Source: an optimization exercise on an open RTL-to-GDS flow (aim: small area and few clock cycles per item). Production flows keep margins and buffers that such runs may drop. The RTL was checked by simulation tests, not by an equivalence proof against the original design.

Design fft_256_top, start of the top module:
module fft_256_top (
    input         clock,
    input         reset,
    input         input_en,
    input  [31:0] input_real,
    input  [31:0] input_imag,
    output        output_en,
    output [31:0] output_real,
    output [31:0] output_imag
);
==> flow/config.mk <==
export PLATFORM = sky130hd
export DESIGN_NAME = fft_256_top
export DESIGN_NICKNAME = fft_256_top
export VERILOG_FILES = /design/flow/design.v
export SDC_FILE = /design/flow/constraint.sdc
export NUM_CORES = 8
export LEC_CHECK = 0
export CAP_MARGIN = 20
export CORE_MARGIN = 2
export CORE_UTILIZATION = 50
export CTS_BUF_LIST = sky130_fd_sc_hd__clkbuf_16
export CTS_CLUSTER_DIAMETER = 100
export CTS_CLUSTER_SIZE = 30
export SLEW_MARGIN = 20
export SYNTH_HIERARCHICAL = 1
export SYNTH_MEMORY_MAX_BITS = 131072
export SYNTH_MINIMUM_KEEP_SIZE = 0
==> flow/constraint.sdc <==
create_clock -name core_clock -period 14.0 [get_ports {clock}]
set_input_delay 2.8000 -clock core_clock [delete_from_list [all_inputs] [get_ports {clock}]]
set_output_delay 2.8000 -clock core_clock [all_outputs]
set_load 0.01 [all_outputs]
run.sh (not shown) runs the stock make flow with config.mk's settings and CLKGATE_MAP_FILE= SYNTH_SCRIPT=/design/flow/synth_recipe.tcl, a recipe that flattens the netlist after the stock synthesis.
Testbench counts at the start, summed over its fixed seeds: cycles 18,480, frames 64.
==> next run, changes <==
==> flow/flow/run.sh (new file) <==
#!/bin/bash
# Layout flow: the standard layout (standard.sh), with clock tree synthesis
# run without dummy loads. Every tool's output goes to a log file in this folder.
set -euo pipefail
export CTS_ARGS="-sink_clustering_enable -repair_clock_nets -sink_clustering_size 30 -sink_clustering_max_diameter 100 -buf_list sky130_fd_sc_hd__clkbuf_16 -dont_use_dummy_load"
bash standard.sh > flow_standard.log 2>&1
==> flow/standard.sh (new file) <==
#!/bin/bash
# synth_recipe.tcl (not shown) runs the flow's synth.tcl, then flattens the netlist and writes it again
# the make line also repeats each setting of config.mk as NAME=value (left out here)
make -C /OpenROAD-flow-scripts/flow DESIGN_CONFIG=/design/flow/config.mk WORK_HOME=/design/flow/orfs CLKGATE_MAP_FILE= SYNTH_SCRIPT=/design/flow/synth_recipe.tcl "${@:-finish}"
removed: flow/run.sh
The changed run produced a clean layout.
Die area is unchanged.
Area after synthesis does not change.
Routed wire length is about the same.
Design area falls by about 0.45%.
Clock-buffer cell count falls by 6.

* * *

Setup of the reference run:
fft_256_top, a different RTL version from the one above (not shown whole).
Size: ~42000 cells after synthesis, ~17000 flip-flops, roughly 130 I/O pins.
Settings: LEC_CHECK=0, CAP_MARGIN=20, CORE_MARGIN=2, CORE_UTILIZATION=50, CTS_BUF_LIST=sky130_fd_sc_hd__clkbuf_16, CTS_CLUSTER_DIAMETER=100, CTS_CLUSTER_SIZE=28, SLEW_MARGIN=20, SYNTH_HIERARCHICAL=1, SYNTH_MEMORY_MAX_BITS=131072, SYNTH_MINIMUM_KEEP_SIZE=0; clock period 14.0 ns.
standard.sh (not shown) runs the stock make flow with config.mk's settings and CLKGATE_MAP_FILE= SYNTH_SCRIPT=/design/flow/synth_recipe.tcl, a recipe that flattens the netlist after the stock synthesis.
==> flow/flow/run.sh <==
#!/bin/bash
# Layout flow: the standard layout (standard.sh), with clock tree synthesis
# run without dummy loads.
# Every tool's output goes to a log file in this folder (flow_standard.log here,
# the per-step logs under orfs/logs/).
set -euo pipefail
export CTS_ARGS="-sink_clustering_enable -repair_clock_nets -sink_clustering_size 28 -sink_clustering_max_diameter 100 -buf_list sky130_fd_sc_hd__clkbuf_16 -dont_use_dummy_load"
bash standard.sh > flow_standard.log 2>&1
To summarise the reference run: no stage aborted, but the layout did not pass its checks, failing on max-capacitance violations, max-slew violations.
Testbench counts of the reference run, summed over its fixed seeds: cycles 18,480, frames 64.
### the reference run -> the trial run
# the reference run
export LEC_CHECK = 0
export CAP_MARGIN = 20
export CORE_MARGIN = 2
export CORE_UTILIZATION = 50
export CTS_BUF_LIST = sky130_fd_sc_hd__clkbuf_16
export CTS_CLUSTER_DIAMETER = 100
export CTS_CLUSTER_SIZE = 28
export SLEW_MARGIN = 20
export SYNTH_HIERARCHICAL = 1
export SYNTH_MEMORY_MAX_BITS = 131072
export SYNTH_MINIMUM_KEEP_SIZE = 0
create_clock -name core_clock -period 14.0 [get_ports {clock}]
# the trial run
export LEC_CHECK = 0
export CAP_MARGIN = 20
export CORE_MARGIN = 2
export CORE_UTILIZATION = 50
export CTS_BUF_LIST = sky130_fd_sc_hd__clkbuf_16
export CTS_CLUSTER_DIAMETER = 100
export CTS_CLUSTER_SIZE = 30
export SLEW_MARGIN = 20
export SYNTH_HIERARCHICAL = 1
export SYNTH_MEMORY_MAX_BITS = 131072
export SYNTH_MINIMUM_KEEP_SIZE = 0
create_clock -name core_clock -period 14.0 [get_ports {clock}]
==> flow/flow/run.sh <==
#!/bin/bash
# Layout flow: the standard layout (standard.sh), with clock tree synthesis
# run without dummy loads. Every tool's output goes to a log file in this folder.
set -euo pipefail
export CTS_ARGS="-sink_clustering_enable -repair_clock_nets -sink_clustering_size 30 -sink_clustering_max_diameter 100 -buf_list sky130_fd_sc_hd__clkbuf_16 -dont_use_dummy_load"
bash standard.sh > flow_standard.log 2>&1
## What came out
The global-route wire length before repair was comparable across the trial run and the reference run. The trial run had finished all stages when the layout checks came back failing, citing antenna violations.

[afterwards: timing with drivers on the ports]
How much do the figures lean on ideal ports? The routed layouts below were timed once more, with nothing changed but the port constraints.
Step 1 sets driving cells, clkbuf_16 on the clock port and buf_2 on the other inputs (assumed; they add their load-dependent delay and slew).
Step 2, shift: input delay + t, output delay - t, t = (earliest + latest rising clock arrival at the registers) / 2. This alone moves slack from input paths to output paths.
Slacks: ideal / step 1 / step 2; pairs: ideal / step 1.
run	t, ns	setup WS [ns]	cell pins on the clock port's net
the first run of note 1	1.318	1.593 / 1.593 / 1.593	1
the second run of note 1	1.273	1.592 / 1.592 / 1.592	1
the reference run	1.276	1.412 / 1.412 / 1.412	1
the trial run	1.269	1.415 / 1.415 / 1.415	1
